This design comes from an exercise in tuning for small area, a short achievable clock period and few clock cycles on the open sky130 flow, not from production work.
Function was checked by simulation only, so behaviour that the tests miss may differ from the original.

## 11-13
==> flow/design.v (excerpt) <==
module top(
    input  wire        clk,
    input  wire        rst,
    input  wire [63:0] i_data,
    input  wire        start,
    output wire [15:0] address,
    output reg         o_valid,
    output reg  [63:0] out_data,
    output reg         out_valid,
    output reg         done,
    output reg  [15:0] o_address,
    output wire [9:0]  done_cnt
);
    reg  [6:0] n;
    reg  [2:0] m;           
    reg        done_r;
    wire [6:0] n1 = n + 7'd1;
    assign address  = {9'd0, n};
    assign done_cnt = {9'd0, done_r};
    reg row0;               
    reg hopf;               
    reg flush;              
    reg left, right;        
    reg leftx;              
    always @(posedge clk) begin
        if (rst || !start) begin
            n       <= 7'd0;
            m       <= 3'd0;
            o_valid <= 1'b1;
            row0    <= 1'b0;
            hopf    <= 1'b0;
            flush   <= 1'b0;
            left    <= 1'b0;
            right   <= 1'b0;
            leftx   <= 1'b0;
        end else if (n != 7'd113) begin
            n       <= n1;
            m       <= (m == 3'd4) ? 3'd0 : m + 3'd1;
            o_valid <= (n1 < 7'd100);
            row0    <= (n1 >= 7'd3)  && (n1 < 7'd8);
            hopf    <= (n1 >= 7'd4)  && (n1 < 7'd14);
            flush   <= (n1 >= 7'd103);
            left    <= (m == 3'd2);            
            right   <= (m == 3'd1);            
            leftx   <= (m == 3'd1);            
        end
    end
    always @(posedge clk) begin
        if (rst) begin
            out_valid <= 1'b0;
            done      <= 1'b0;
            done_r    <= 1'b0;
        end else begin
            out_valid <= start && (n >= 7'd13) && (n <= 7'd112);
            done      <= start && (n == 7'd112);
            if (start && n == 7'd112) done_r <= 1'b1;
        end
    end
  ...
For scale: ~1,500 flip-flops, about 180 I/O pins, ~43,000 sq um of cells after synthesis.
clock: 16.0 ns
lec_check: 0
abc_area: 1
cap_margin: 20
core_margin: 2
core_utilization: 40
place_density: 0.7
slew_margin: 20
standard.sh (not shown) runs the stock make flow with config.mk's settings and CLKGATE_MAP_FILE= SYNTH_SCRIPT=/design/flow/synth_recipe.tcl, a recipe that flattens the netlist after the stock synthesis.
==> flow/flow/run.sh <==
#!/bin/bash
# The standard layout (bash standard.sh), with two changes to how it is made; the clock,
# the SDC and the synthesis are unchanged:
#  - timing repair aims at a setup slack of 11.6 ns instead of 0, so the resizer keeps
#    shortening the critical paths well below the 16 ns clock period;
#  - the port buffers are buf_4 cells rather than the resizer's default choice;
#  - the clock tree uses the CTS options below (clkbuf_8 buffers, no dummy loads).
set -euo pipefail
bash standard.sh SETUP_SLACK_MARGIN=11.6 "BUFFER_PORTS_ARGS=-buffer_cell sky130_fd_sc_hd__buf_4" "CTS_ARGS=-sink_clustering_enable -repair_clock_nets -root_buf sky130_fd_sc_hd__clkbuf_16 -tree_buf sky130_fd_sc_hd__clkbuf_16 -buf_list sky130_fd_sc_hd__clkbuf_8 -sink_clustering_size 18 -sink_clustering_max_diameter 55 -dont_use_dummy_load" finish > standard_flow.log 2>&1
11-13: no failed stages, no open violations at the end
Testbench counts of 11-13, summed over its fixed seeds: cycles 2,712.
Here is what was changed in the inputs of 06-06 compared with 11-13.
- PLACE_DENSITY: 0.7 -> unset
- CORE_UTILIZATION: 40 -> 55
Results
Sequential share of layout area (lower): 11-13. Compared with 11-13, 06-06 improves routed wire length. The final reports for 06-06 and 11-13 show clock latency on the worst-skew pair lower in the former. Between 06-06 and 11-13, the quantity of gates resized following cts is lower for 06-06. 06-06 has less setup slack than 11-13. From 11-13 to 06-06 the numbers moved as follows: final cell area excluding filler cells decreased by about 1.2% relative to the old numbers; post-layout minimum cycle time saw an increase; summed instance area of the synthesized netlist held steady. met1 capacity usage during global routing in 06-06 is 7.7 points above 11-13.

* * *

## run 1
top, a different RTL version from the one above (not shown whole).
Size in the first run: ~3200 cells after synthesis, about 180 I/O pins.
export LEC_CHECK = 0
export CAP_MARGIN = 20
export CORE_MARGIN = 2
export CORE_UTILIZATION = 40
export SLEW_MARGIN = 20
create_clock -name core_clock -period 16.0 [get_ports {clk}]
==> flow/flow/run.sh <==
#!/bin/bash
# The standard layout (bash standard.sh), with two changes to how it is made; the clock,
# the SDC and the synthesis are unchanged:
#  - timing repair aims at a setup slack of 11.6 ns instead of 0, so the resizer keeps
#    shortening the critical paths well below the 16 ns clock period;
#  - the port buffers are buf_4 cells rather than the resizer's default choice.
set -euo pipefail
bash standard.sh SETUP_SLACK_MARGIN=11.6 "BUFFER_PORTS_ARGS=-buffer_cell sky130_fd_sc_hd__buf_4" "CTS_ARGS=-sink_clustering_enable -repair_clock_nets -buf_list sky130_fd_sc_hd__clkbuf_8 -sink_clustering_size 18 -sink_clustering_max_diameter 55 -dont_use_dummy_load" finish > standard_flow.log 2>&1
Testbench counts of run 1, summed over its fixed seeds: cycles 2,736.
The inputs of run 2 differ from those of run 1 as listed below.
Settings: ABC_AREA: unset -> 1.
==> flow/flow/run.sh <==
#!/bin/bash
# The standard layout (bash standard.sh), with two changes to how it is made; the clock,
# the SDC and the synthesis are unchanged:
#  - timing repair aims at a setup slack of 11.5 ns instead of 0, so the resizer keeps
#    shortening the critical paths well below the 16 ns clock period;
#  - the port buffers are buf_4 cells rather than the resizer's default choice;
#  - the clock tree uses the CTS options below (clkbuf_8 buffers, no dummy loads).
set -euo pipefail
bash standard.sh SETUP_SLACK_MARGIN=11.5 "BUFFER_PORTS_ARGS=-buffer_cell sky130_fd_sc_hd__buf_4" "CTS_ARGS=-sink_clustering_enable -repair_clock_nets -buf_list sky130_fd_sc_hd__clkbuf_8 -sink_clustering_size 18 -sink_clustering_max_diameter 55 -dont_use_dummy_load" finish > standard_flow.log 2>&1
==> run summary <==
Comparing the two runs side by side, run 2 comes out ahead of run 1 on final critical-path required period. Run 2 and run 1 ended up with roughly the same insertion delay to the later sink of the worst-skew pair. Per the comparison of run 2 with run 1, core area stayed essentially flat, sequential cell count essentially unchanged, number of fill cells in the layout rose by 425. Compared with run 1, run 2 shows a lower non-clock buffer instance count of the final layout. Changes observed in run 2 relative to run 1: area of all placed cells without fillers shows a reduction of 3.4%; setup slack went up.
### run 2 -> run 3
Settings: ABC_AREA: 1 -> unset.
--- a/flow/flow/run.sh
+++ b/flow/flow/run.sh
@@ -5,4 +5,3 @@
 #    shortening the critical paths well below the 16 ns clock period;
-#  - the port buffers are buf_4 cells rather than the resizer's default choice;
-#  - the clock tree uses the CTS options below (clkbuf_8 buffers, no dummy loads).
+#  - the port buffers are buf_4 cells rather than the resizer's default choice.
 set -euo pipefail
Findings:
Summary of run 3 over run 2: number of global-route vias before repair now smaller; count of plain and timing-repair buffers moved up; combined global-route utilization of all metal layers roughly the same. Comparing run 3 and run 2, the lower number of antenna violations at the first check in global routing was measured on run 3. Against run 2 as the reference, run 3 delivers a higher detailed-route wire length per cell. Run 3 ends up with higher final instance area than run 2 does. Post-CTS setup buffer count, run 3 and run 2, lower one = run 2. Changes observed in run 3 relative to run 2: wire length grew by about 0.8%; area enclosed by the die boundary held steady; chip width held steady.
The following lists how run 4 was set up differently from run 3:
Settings: putting ABC_AREA at 1 where nothing was set.
==> flow/flow/run.sh <==
#!/bin/bash
# The standard layout (bash standard.sh), with two changes to how it is made; the clock,
# the SDC and the synthesis are unchanged:
#  - timing repair aims at a setup slack of 11.5 ns instead of 0, so the resizer keeps
#    shortening the critical paths well below the 16 ns clock period;
#  - the port buffers are buf_4 cells rather than the resizer's default choice;
#  - the clock tree uses the CTS options below (clkbuf_8 buffers, no dummy loads).
set -euo pipefail
bash standard.sh SETUP_SLACK_MARGIN=11.5 "BUFFER_PORTS_ARGS=-buffer_cell sky130_fd_sc_hd__buf_4" "CTS_ARGS=-sink_clustering_enable -repair_clock_nets -buf_list sky130_fd_sc_hd__clkbuf_8 -sink_clustering_size 16 -sink_clustering_max_diameter 50 -dont_use_dummy_load" finish > standard_flow.log 2>&1
Findings:
- Run 3 ended up with multiplexers as its combinational family with the most area after synthesis; run 4 ended up with simple AND/OR/NAND/NOR gates.
- [compare] base=run 3 new=run 4: cell count went up.
- Changes observed in run 4 relative to run 3: multi-input gate count up 661; width of the die flat; starting density of the core flat; met1 usage down 1.0 points; mux cell area share after synthesis down 6.3 points.
- Worst path arrival time essentially unchanged between run 3 and run 4.

-- static timing again, ports no longer ideal --
Ports are ideal in the flow. The routed layouts listed here were re-timed in OpenROAD.
Step 1 assumes that a clkbuf_16 drives the clock port and a buf_2 every other input.
Step 2 also shifts input and output timing later by t, the mid clock arrival at the registers, as if the neighbouring blocks saw the same clock.
Slacks: ideal ports / drivers / drivers and shift; pairs: ideal ports / drivers.
run | t (ns) | setup WS [ns] | latest minus earliest clock arrival (ns) | cell pins on the clock port's net
11-13 | 0.695 | 11.640 / 11.571 / 11.725 | 0.092 / 0.092 | 1
06-06 | 0.675 | 11.629 / 11.561 / 11.778 | 0.084 / 0.084 | 1
run 1 | 0.811 | 11.489 / 11.424 / 11.504 | 0.088 / 0.087 | 1
run 2 | 0.793 | 11.501 / 11.441 / 11.321 | 0.148 / 0.148 | 1
run 3 | 0.816 | 11.488 / 11.423 / 11.500 | 0.090 / 0.091 | 1
run 4 | 0.845 | 11.499 / 11.436 / 11.362 | 0.100 / 0.100 | 1
After both steps setup and hold are still met in every run listed. For run 2, which loses most, drivers alone change the setup slack by -0.060 ns; drivers and shift together by -0.180 ns.
